What follows belongs to an exercise in optimizing a design on an open flow for small area, a short achievable clock period and few clock cycles; a production flow would make more cautious choices.
Where RTL was checked, it was by simulation tests only, not by an equivalence proof against the original.
Power is estimated from default activity; no workload was simulated.

==> flow/design.v <==
`timescale 1ns / 1ps
module ddr_rw
(
   input               c3_clk0,
   input               c3_rst0,                
   input               pic_store_done,         
   output reg          lbp_finish,             
   output reg          c3_p0_cmd_en,
   output reg [2:0]    c3_p0_cmd_instr,
   output reg [5:0]    c3_p0_cmd_bl,
   output reg [29:0]   c3_p0_cmd_byte_addr,
   input               c3_p0_cmd_full,
   output reg          c3_p0_wr_en,
   output reg [15:0]   c3_p0_wr_mask,
   output reg [127:0]  c3_p0_wr_data,
   input               c3_p0_wr_full,
   output reg          c3_p0_rd_en,
   input  [127:0]      c3_p0_rd_data,
   input               c3_p0_rd_empty
);
function [12:0] hp;
   input [15:0] p;
   hp = {p[15:12], p[10:6], p[4:1]};
endfunction
function [15:0] add2;
   input [12:0] x;
   input [12:0] y;
   add2 = {{1'b0, x[12:9]} + {1'b0, y[12:9]},
           {1'b0, x[8:4]}  + {1'b0, y[8:4]},
           {1'b0, x[3:0]}  + {1'b0, y[3:0]}};
endfunction
function [15:0] add4;
   input [12:0] a;
   input [12:0] b;
   input [12:0] c;
   input [12:0] d;
   add4 = {{2'b0, a[12:10]} + {2'b0, b[12:10]} + {2'b0, c[12:10]} + {2'b0, d[12:10]},
           {2'b0, a[8:5]}   + {2'b0, b[8:5]}   + {2'b0, c[8:5]}   + {2'b0, d[8:5]},
           {2'b0, a[3:1]}   + {2'b0, b[3:1]}   + {2'b0, c[3:1]}   + {2'b0, d[3:1]}};
endfunction
localparam PH_O0 = 3'd0,    
           PH_LD = 3'd1,    
           PH_O1 = 3'd2,    
           PH_E0 = 3'd3,    
           PH_E1 = 3'd4;    
reg        run;
reg [2:0]  ph;
reg [3:0]  dj;
reg [6:0]  dr;
reg        ddone;
reg        ld1;
reg [1:0]  pc;
reg [3:0]  rj;
reg [6:0]  rr;
reg        rdone;
reg [6:0]  ocnt;       
reg [3:0]  wj;
reg [8:0]  wrow;       
reg        wdone;
reg [63:0] pa;         
reg [63:0] tw;         
reg [51:0] pb;         
reg [12:0] p8;         
wire [15:0] hd [0:7];
genvar g;
generate for (g = 0; g < 8; g = g + 1) begin : hdsplit
   assign hd[g] = c3_p0_rd_data[127-16*g -: 16];
end endgenerate
wire hsel = (ph == PH_O1) || (ph == PH_E1);    
wire esel = (ph == PH_E0) || (ph == PH_E1);    
wire [12:0] xh [0:4];
wire [15:0] xf [0:3];
wire [12:0] yh [0:4];
generate for (g = 0; g < 4; g = g + 1) begin : win
   assign xf[g] = hsel ? tw[63-16*g -: 16] : pa[63-16*g -: 16];
   assign xh[g] = hsel ? pb[51-13*g -: 13] : hp(pa[63-16*g -: 16]);
   assign yh[g] = hsel ? hp(tw[63-16*g -: 16]) : hp(hd[g]);
end endgenerate
assign xh[4] = hsel ? p8 : hp(tw[63:48]);
assign yh[4] = hsel ? hp(hd[0]) : hp(hd[4]);
wire [127:0] word;
generate for (g = 0; g < 4; g = g + 1) begin : slot
   wire [15:0] a = add2(xh[g], esel ? xh[g+1] : yh[g]);
   wire [15:0] c = add4(xh[g], xh[g+1], yh[g], yh[g+1]);
   assign word[127-32*g -: 32] = esel ? {xf[g], a} : {a, c};
end endgenerate
wire hv  = !c3_p0_rd_empty && !c3_p0_rd_en;         
wire cr  = !pc[1] && !c3_p0_wr_full;                
wire act = run && !ddone;
wire can    = run && !lbp_finish && !wdone && !c3_p0_cmd_full && !c3_p0_cmd_en;
wire want_w = (pc != 2'd0);
wire want_r = !rdone && (ocnt <= 7'd62);
wire push_r = can && want_r && (!want_w || ocnt < 7'd32);
wire push_w = can && want_w && !push_r;
wire grp_done = act && ((ph == PH_O1 && hv && dr != 7'd0) || ph == PH_E1);
always @(posedge c3_clk0) begin
   if (c3_rst0) begin
      run <= 1'b0;
      lbp_finish <= 1'b0;
      ph <= PH_O0;
      dj <= 4'd0;
      dr <= 7'd0;
      ddone <= 1'b0;
      ld1 <= 1'b0;
      pc <= 2'd0;
      rj <= 4'd0;
      rr <= 7'd0;
      rdone <= 1'b0;
      ocnt <= 7'd0;
      wj <= 4'd0;
      wrow <= 9'd130;
      wdone <= 1'b0;
      c3_p0_cmd_en <= 1'b0;
      c3_p0_wr_en <= 1'b0;
      c3_p0_rd_en <= 1'b0;
   end else begin
      run <= pic_store_done;
      if (c3_p0_cmd_en && wdone)
         lbp_finish <= 1'b1;
      c3_p0_cmd_en <= push_r || push_w;
      if (push_r) begin
         rr <= rr + 7'd1;
         if (rr == 7'd127) begin
            rj <= rj + 4'd1;
            if (rj == 4'd15)
               rdone <= 1'b1;
         end
      end
      if (push_w) begin
         if (wrow == 9'd383) begin
            wrow <= 9'd130;
            wj <= wj + 4'd1;
            if (wj == 4'd15)
               wdone <= 1'b1;
         end else
            wrow <= wrow + 9'd1;
      end
      ocnt <= ocnt + (push_r ? ((rj == 4'd15) ? 7'd1 : 7'd2) : 7'd0) - {6'd0, c3_p0_rd_en};
      pc <= pc + {1'b0, grp_done} - {1'b0, push_w};
      c3_p0_wr_en <= 1'b0;
      c3_p0_rd_en <= 1'b0;
      ld1 <= 1'b0;
      if (act) begin
         case (ph)
            PH_O0: if (hv && (dr == 7'd0 || cr)) begin
               c3_p0_wr_en <= (dr != 7'd0);
               c3_p0_rd_en <= (dj != 4'd15);
               ph <= PH_LD;
            end
            PH_LD: ph <= PH_O1;
            PH_O1: if (hv) begin
               c3_p0_wr_en <= (dr != 7'd0);
               c3_p0_rd_en <= 1'b1;
               ld1 <= 1'b1;
               if (dr == 7'd127) begin
                  dr <= 7'd0;
                  dj <= dj + 4'd1;
                  if (dj == 4'd15)
                     ddone <= 1'b1;
                  ph <= PH_O0;
               end else
                  ph <= PH_E0;
            end
            PH_E0: if (cr) begin
               c3_p0_wr_en <= 1'b1;
               ph <= PH_E1;
            end
            default: begin
               c3_p0_wr_en <= 1'b1;
               dr <= dr + 7'd1;
               ph <= PH_O0;
            end
         endcase
      end
   end
end
always @(posedge c3_clk0) begin
   c3_p0_cmd_instr <= push_r ? 3'b001 : 3'b010;
   c3_p0_cmd_bl <= {5'd0, !(push_r && rj == 4'd15)};
   if (push_r)
      c3_p0_cmd_byte_addr <= {10'd0, 2'd0, rr, 2'd0, ({1'b0, rj} + 5'd1), 4'd0};
   else
      c3_p0_cmd_byte_addr <= {10'd0, wrow, 1'b0, wj[3], !wj[3], wj[2:0], 1'b1, 4'd0};
   c3_p0_wr_mask <= 16'd0;
   c3_p0_wr_data <= word;
   if (ph == PH_LD) begin
      pa <= c3_p0_rd_data[127:64];
      tw <= c3_p0_rd_data[63:0];
   end
   if (ld1) begin
      p8 <= hp(hd[0]);
      pb <= {hp(tw[63:48]), hp(tw[47:32]), hp(tw[31:16]), hp(tw[15:0])};
   end
end
endmodule
clock: 8.0 ns
lec_check: 0
cap_margin: 20
core_margin: 2
core_utilization: 40
place_density: 0.6
slew_margin: 20
run.sh (not shown) runs the stock make flow with config.mk's settings and CLKGATE_MAP_FILE= SYNTH_SCRIPT=/design/flow/synth_recipe.tcl, a recipe that flattens the netlist after the stock synthesis.
The baseline finished with timing, DRC and antenna clean.
Testbench counts at the start, summed over its fixed seeds: cycles 79,443.
==> next run, changes <==
Settings changed: SETUP_SLACK_MARGIN set to 5.
=>
- The new run produced a clean layout
- routed wire length went up by about a fifth
- register-to-register slack is better by 1.6 ns
- area after synthesis stays the same
- clock skew is about the same
==> next run, changes <==
Settings changed: ABC_CLOCK_PERIOD_IN_PS set to 3000.
Outcome: The new run finished clean; hold slack does not change; design area is unchanged; power is unchanged; setup slack does not change; cell count does not change; routed wire length stays the same; synthesized area is unchanged; utilization stays the same.


Another version of the RTL of ddr_rw (not shown whole).
For scale: roughly 2400 cells after synthesis, roughly 23000 um^2 of cells after synthesis.
==> flow/config.mk <==
export PLATFORM = sky130hd
export DESIGN_NAME = ddr_rw
export DESIGN_NICKNAME = ddr_rw
export VERILOG_FILES = /design/flow/design.v
export SDC_FILE = /design/flow/constraint.sdc
export NUM_CORES = 4
export LEC_CHECK = 0
export ABC_AREA = 1
export CAP_MARGIN = 20
export CORE_MARGIN = 2
export CORE_UTILIZATION = 60
export CTS_BUF_LIST = sky130_fd_sc_hd__clkbuf_4 sky130_fd_sc_hd__clkbuf_8
export PLACE_DENSITY = 0.7
export SETUP_SLACK_MARGIN = 5
export SLEW_MARGIN = 20
==> flow/constraint.sdc <==
create_clock -name core_clock -period 8.0 [get_ports {c3_clk0}]
set_input_delay 1.6000 -clock core_clock [delete_from_list [all_inputs] [get_ports {c3_clk0}]]
set_output_delay 1.6000 -clock core_clock [all_outputs]
set_load 0.01 [all_outputs]
standard.sh (not shown) runs the stock make flow with config.mk's settings and CLKGATE_MAP_FILE= SYNTH_SCRIPT=/design/flow/synth_recipe.tcl, a recipe that flattens the netlist after the stock synthesis.
==> flow/flow/run.sh <==
#!/bin/bash
# Layout flow: the standard ORFS layout (standard.sh, unchanged synthesis),
# with the input and output port buffers inserted before global placement made
# of sky130_fd_sc_hd__buf_1 cells instead of the resizer's default choice.
# Every port still gets its own buffer; later repair may resize them.
set -euo pipefail
export BUFFER_PORTS_ARGS="-buffer_cell sky130_fd_sc_hd__buf_1"
bash standard.sh finish > standard_flow.log 2>&1
Testbench counts at the start, summed over its fixed seeds: cycles 79,446.
Then changed:
--- a/flow/flow/run.sh
+++ b/flow/flow/run.sh
@@ -8 +8 @@
-bash standard.sh finish > standard_flow.log 2>&1
+bash standard.sh SETUP_SLACK_MARGIN=5.6 finish > standard_flow.log 2>&1
Settings changed: ABC_AREA 1 to default, CTS_BUF_LIST sky130_fd_sc_hd__clkbuf_4 sky130_fd_sc_hd__clkbuf_8 to default.
Outcome: The changed run went through all stages and came out clean; total power grows by 10%; global-route usage went up by 1.8 points; clock-buffer cell count came out lower by 56; cell count fell by 0.94%; worst hold slack gets worse by 0.0099 ns; clock skew is lower by 0.015 ns; via count grows by 4.4%; final area came out higher by 20%; register-to-register slack improved by 0.12 ns; first-iteration DRC count went up by 16%; utilization climbs by 9.1 points.


Setup of run a:
Another version of the RTL of ddr_rw (not shown whole).
Settings: LEC_CHECK=0, CAP_MARGIN=20, CORE_MARGIN=2, CORE_UTILIZATION=60, PLACE_DENSITY=0.7, SETUP_SLACK_MARGIN=5, SLEW_MARGIN=20; clock period 8.0 ns.
run.sh (not shown) runs the stock make flow with config.mk's settings and CLKGATE_MAP_FILE= SYNTH_SCRIPT=/design/flow/synth_recipe.tcl, a recipe that flattens the netlist after the stock synthesis.
Stock flow here: none of the scripts above is used.
Run a completed; timing, DRC and antenna clean
[inputs] run b vs run a
--- a/flow/config.mk
+++ b/flow/config.mk
@@ -12 +12 @@
-export SETUP_SLACK_MARGIN = 5
+export SETUP_SLACK_MARGIN = 4.5
### Flow results
- A capture point of the worst path of ocnt[6] is what run b shows, while ocnt[3] belongs to run a.
- Cell count of the worst hold path in run b is 1 lower than in run a
- From run a to run b, number of sinks handled by clock tree synthesis did not move at all.
- Worst IR drop on VDD (run b / run a): 1.2
- Run b vs run a: total wirelength of the detailed-routed design down in run b
- [compare] base=run a new=run b: depth of the critical timing path with buffers and inverters included fell by 2; setup slack of the critical path after layout now larger; global-route usage fell by 2.8 points; relative area change from synthesis to final layout went down 12 points; worst hold slack now sits higher.
- Run b: met3 routed wirelength 0.72% above run a
- Of run b and run a, it is run b that has the higher power density over the cells.
No run of this note included a check of the RTL's function; only the layout flow was run.


RTL: one of the versions met above, not the one the previous note started from.
For scale: roughly 500 flip-flops, about 320 I/O pins, about 0.025 mm2 of cells after synthesis.
==> flow/config.mk <==
export PLATFORM = sky130hd
export DESIGN_NAME = ddr_rw
export DESIGN_NICKNAME = ddr_rw
export VERILOG_FILES = /design/flow/design.v
export SDC_FILE = /design/flow/constraint.sdc
export NUM_CORES = 4
export LEC_CHECK = 0
export CAP_MARGIN = 20
export CORE_MARGIN = 2
export CORE_UTILIZATION = 60
export PLACE_DENSITY = 0.7
export SETUP_SLACK_MARGIN = 5
export SLEW_MARGIN = 20
==> flow/constraint.sdc <==
create_clock -name core_clock -period 8.0 [get_ports {c3_clk0}]
set_input_delay 1.6000 -clock core_clock [delete_from_list [all_inputs] [get_ports {c3_clk0}]]
set_output_delay 1.6000 -clock core_clock [all_outputs]
set_load 0.01 [all_outputs]
standard.sh (not shown) runs the stock make flow with config.mk's settings and CLKGATE_MAP_FILE= SYNTH_SCRIPT=/design/flow/synth_recipe.tcl, a recipe that flattens the netlist after the stock synthesis.
==> flow/flow/run.sh <==
#!/bin/bash
# Layout flow: the standard ORFS layout (standard.sh, unchanged synthesis),
# with the input and output port buffers inserted before global placement made
# of sky130_fd_sc_hd__buf_1 cells instead of the resizer's default choice.
# Every port still gets its own buffer; later repair may resize them.
set -euo pipefail
export BUFFER_PORTS_ARGS="-buffer_cell sky130_fd_sc_hd__buf_1"
bash standard.sh finish > standard_flow.log 2>&1
The starting point completed without violations.
Testbench counts at the start, summed over its fixed seeds: cycles 79,446.
Edit:
--- a/flow/config.mk
+++ b/flow/config.mk
@@ -10,2 +10,3 @@
 export CORE_UTILIZATION = 60
+export CTS_BUF_LIST = sky130_fd_sc_hd__clkbuf_2 sky130_fd_sc_hd__clkbuf_4
 export PLACE_DENSITY = 0.7
Outcome: The changed run completed with no timing, DRC or antenna violations. Utilization climbs by 2.4 points. Power climbs by 1.2%. Wire length climbs by 3.1%. Combinational power climbs by about 20%. Clock skew climbs by 33 ps. Setup slack loses 130 ps. Flip-flop and latch count stays the same. Worst hold slack loses 14 ps. Design area climbs by 3.5%. First-iteration DRC count climbs by 26%. Clock power drops by about 5%.
Edit:
--- a/flow/config.mk
+++ b/flow/config.mk
@@ -10,3 +10,3 @@
 export CORE_UTILIZATION = 60
-export CTS_BUF_LIST = sky130_fd_sc_hd__clkbuf_2 sky130_fd_sc_hd__clkbuf_4
+export CTS_BUF_LIST = sky130_fd_sc_hd__clkbuf_4 sky130_fd_sc_hd__clkbuf_8
 export PLACE_DENSITY = 0.7
What happened: Design area falls by 3.2%. Utilization falls by 2.2 points. Routed wire length falls by 1.8%. Die area does not change. Critical path depth stays the same. Clock power falls by about 2%. Non-clock buffer count falls by 3. Power falls by 3.8%.


## onyx
Another version of the RTL of ddr_rw (not shown whole).
Size in the first run: about 320 I/O pins, ~23000 sq um of cells after synthesis.
clock: 8.0 ns
lec_check: 0
abc_area: 1
cap_margin: 20
core_margin: 2
core_utilization: 60
place_density: 0.7
setup_slack_margin: 5
slew_margin: 20
==> flow/flow/run.sh <==
#!/bin/bash
# Layout flow: the standard ORFS layout (standard.sh, unchanged synthesis),
# with two changes to how the layout is made:
#  - the input and output port buffers inserted before global placement are
#    sky130_fd_sc_hd__buf_1 cells instead of the resizer's default choice
#    (every port still gets its own buffer; later repair may resize them);
#  - clock tree synthesis clusters up to 24 sinks per leaf buffer and
#    inserts no dummy loads.
set -euo pipefail
export BUFFER_PORTS_ARGS="-buffer_cell sky130_fd_sc_hd__buf_1"
export CTS_ARGS="-sink_clustering_enable -repair_clock_nets -sink_clustering_size 24 -sink_clustering_max_diameter 60 -buf_list {sky130_fd_sc_hd__clkbuf_8 sky130_fd_sc_hd__clkbuf_16} -dont_use_dummy_load"
bash standard.sh finish > standard_flow.log 2>&1
Testbench counts of onyx, summed over its fixed seeds: cycles 79,446.
Input-level comparison between delta and onyx:
--- a/flow/flow/run.sh
+++ b/flow/flow/run.sh
@@ -7 +7 @@
-#  - clock tree synthesis clusters up to 24 sinks per leaf buffer and
+#  - clock tree synthesis clusters up to 16 sinks per leaf buffer and
@@ -11 +11 @@
-export CTS_ARGS="-sink_clustering_enable -repair_clock_nets -sink_clustering_size 24 -sink_clustering_max_diameter 60 -buf_list {sky130_fd_sc_hd__clkbuf_8 sky130_fd_sc_hd__clkbuf_16} -dont_use_dummy_load"
+export CTS_ARGS="-sink_clustering_enable -repair_clock_nets -sink_clustering_size 16 -sink_clustering_max_diameter 50 -buf_list {sky130_fd_sc_hd__clkbuf_8} -dont_use_dummy_load"
==> comparison <==
| average routed wire per standard cell | higher: delta |. Leakage power figure (higher): onyx. Combinational power share: higher on delta. Routed wire length went up slightly going from onyx to delta. Diff onyx..delta | largest net degree at the start of global routing | unchanged. For the clock tree buffer count of the final layout, delta came in 16% higher than onyx did. Going from onyx to delta, post-route cell area lower, number of vias after detailed routing neither gained nor lost much. Compared delta against onyx; wire length of the first global-routing pass within noise. Taking onyx as the reference point, the global-route track usage on met2 of delta falls by 0.42 points. Of onyx and delta, delta shows the lower post-route core utilization, with onyx above it.
Setup changes, delta to juniper
Settings: putting CTS_BUF_LIST at sky130_fd_sc_hd__clkbuf_4 sky130_fd_sc_hd__clkbuf_8 where nothing was set.
==> flow/flow/run.sh <==
#!/bin/bash
# Layout flow: the standard ORFS layout (standard.sh, unchanged synthesis),
# with the input and output port buffers inserted before global placement made
# of sky130_fd_sc_hd__buf_1 cells instead of the resizer's default choice.
# Every port still gets its own buffer; later repair may resize them.
set -euo pipefail
export BUFFER_PORTS_ARGS="-buffer_cell sky130_fd_sc_hd__buf_1"
bash standard.sh finish > standard_flow.log 2>&1
==> comparison <==
- juniper gives more number of global-route vias before repair than delta did.
- delta → juniper: number of CTS-inserted buffers has increased, proportion of cell area occupied by multi-input gates now smaller, part of the total power dissipated in combinational logic moved down, sequential-to-total area share from yosys stat neither gained nor lost much, power density normalized to cell area rose by 13%.
- In juniper relative to delta, layout clock buffer count had gone up by more than 100%.
- Compare delta and juniper | H-tree depth lower: delta
- juniper vs. delta: global-route usage climbed 0.51 points, number of nets in the layout climbed about 1.2%.
## Diff of input files: yarrow against juniper
Settings: clearing CTS_BUF_LIST, which used to be sky130_fd_sc_hd__clkbuf_4 sky130_fd_sc_hd__clkbuf_8.
==> flow/flow/run.sh <==
#!/bin/bash
# Layout flow: the standard ORFS layout (standard.sh, unchanged synthesis),
# with two changes to how the layout is made:
#  - the input and output port buffers inserted before global placement are
#    sky130_fd_sc_hd__buf_1 cells instead of the resizer's default choice
#    (every port still gets its own buffer; later repair may resize them);
#  - clock tree synthesis clusters up to 16 sinks per leaf buffer and
#    inserts no dummy loads.
set -euo pipefail
export BUFFER_PORTS_ARGS="-buffer_cell sky130_fd_sc_hd__buf_1"
export CTS_ARGS="-sink_clustering_enable -repair_clock_nets -sink_clustering_size 16 -sink_clustering_max_diameter 50 -buf_list {sky130_fd_sc_hd__clkbuf_8} -dont_use_dummy_load"
bash standard.sh SETUP_SLACK_MARGIN=5.25 finish > standard_flow.log 2>&1
- yarrow ended with every stage complete and zero timing, DRC or antenna violations.
- Going from juniper to yarrow, number of cells upsized or downsized after cts grew by more than 100%.
- Relative to juniper, part of the cycle the worst path needs has gone down in yarrow.
- Comparing juniper and yarrow, the lower clock skew is on juniper.
- Sequential power of juniper is on par with yarrow.
- Going from juniper to yarrow, the maximum single-stage delay on the critical path was found to have gone down by 0.13 ns.
### yarrow -> tundra
Settings: CAP_MARGIN changed from 20 to 0; SLEW_MARGIN changed from 20 to 0; CTS_BUF_LIST newly set to sky130_fd_sc_hd__clkbuf_4 sky130_fd_sc_hd__clkbuf_8.
==> flow/flow/run.sh <==
#!/bin/bash
# Layout flow: the standard ORFS layout (standard.sh, unchanged synthesis),
# with the input and output port buffers inserted before global placement made
# of sky130_fd_sc_hd__buf_1 cells instead of the resizer's default choice.
# Every port still gets its own buffer; later repair may resize them.
set -euo pipefail
export BUFFER_PORTS_ARGS="-buffer_cell sky130_fd_sc_hd__buf_1"
bash standard.sh finish > standard_flow.log 2>&1
Notes after the runs:
- Worst hold slack of tundra is on par with yarrow.
- In tundra relative to yarrow, layout buffer count excluding clock buffers had gone down by a few percent.
- tundra: sequential share of layout area is 0.61 points lower than what yarrow reported.
- NOTE layout net count yarrow->tundra increased slightly
- | combinational cell fraction of total power | tundra vs yarrow | 5.6 points lower |
- When tundra is set beside yarrow, its share of the clock period used by the worst path after layout turns out to be 1.6 points larger.
- tundra against yarrow: power in the clock group went up about 80%, final instance area climbed 200 sq um.

## static timing again, ports no longer ideal
The results above use ideal ports. As a check the final layouts listed here were re-extracted and re-timed, cells and wires unchanged.
Step 1 assumes that a clkbuf_16 drives the clock port and a buf_2 every other input.
Step 2 moves the port delays by t, midway between the first and last clock arrival at a register: inputs arrive t later, outputs are due t later. That takes back most of the time a late clock gives input paths.
Slacks: no drivers / after step 1 / after step 2; pairs: no drivers / after step 1.
| run | shift t [ns] | setup WS [ns] | slew at the worst register clock pin (ns) | worst data-port slew with drivers (ns) |
|---|---|---|---|---|
| the first run of note 1 | 0.637 | 2.840 / 2.840 / 2.840 | 0.06 / 0.06 | 0.09 |
| the second run of note 1 | 0.636 | 4.471 / 4.488 / 3.874 | 0.06 / 0.06 | 0.10 |
| the third run of note 1 | 0.636 | 4.471 / 4.488 / 3.874 | 0.06 / 0.06 | 0.10 |
| the first run of note 2 | 0.690 | 5.097 / 5.043 / 4.690 | 0.07 / 0.07 | 0.10 |
| the second run of note 2 | 0.668 | 5.313 / 5.253 / 4.937 | 0.06 / 0.06 | 0.12 |
| run a | 0.623 | 4.324 / 4.348 / 3.725 | 0.06 / 0.06 | 0.10 |
| run b | 0.626 | 4.398 / 4.418 / 3.792 | 0.07 / 0.07 | 0.09 |
| the first run of note 4 | 0.656 | 5.067 / 5.049 / 4.805 | 0.07 / 0.07 | 0.10 |
| the second run of note 4 | 1.030 | 4.936 / 4.881 / 4.804 | 0.08 / 0.08 | 0.10 |
| the third run of note 4 | 0.693 | 5.133 / 5.079 / 4.793 | 0.07 / 0.07 | 0.11 |
| onyx | 0.607 | 5.099 / 5.099 / 4.787 | 0.09 / 0.09 | 0.10 |
| delta | 0.679 | 5.113 / 5.092 / 4.792 | 0.11 / 0.11 | 0.09 |
| juniper | 0.667 | 5.115 / 5.115 / 4.767 | 0.07 / 0.07 | 0.10 |
| yarrow | 0.685 | 5.247 / 5.194 / 4.803 | 0.11 / 0.11 | 0.10 |
| tundra | 0.667 | 5.115 / 5.115 / 4.767 | 0.07 / 0.07 | 0.10 |
After both steps setup and hold are still met in every run listed. For run b, which loses most, drivers alone change the setup slack by +0.020 ns; drivers and shift together by -0.606 ns.
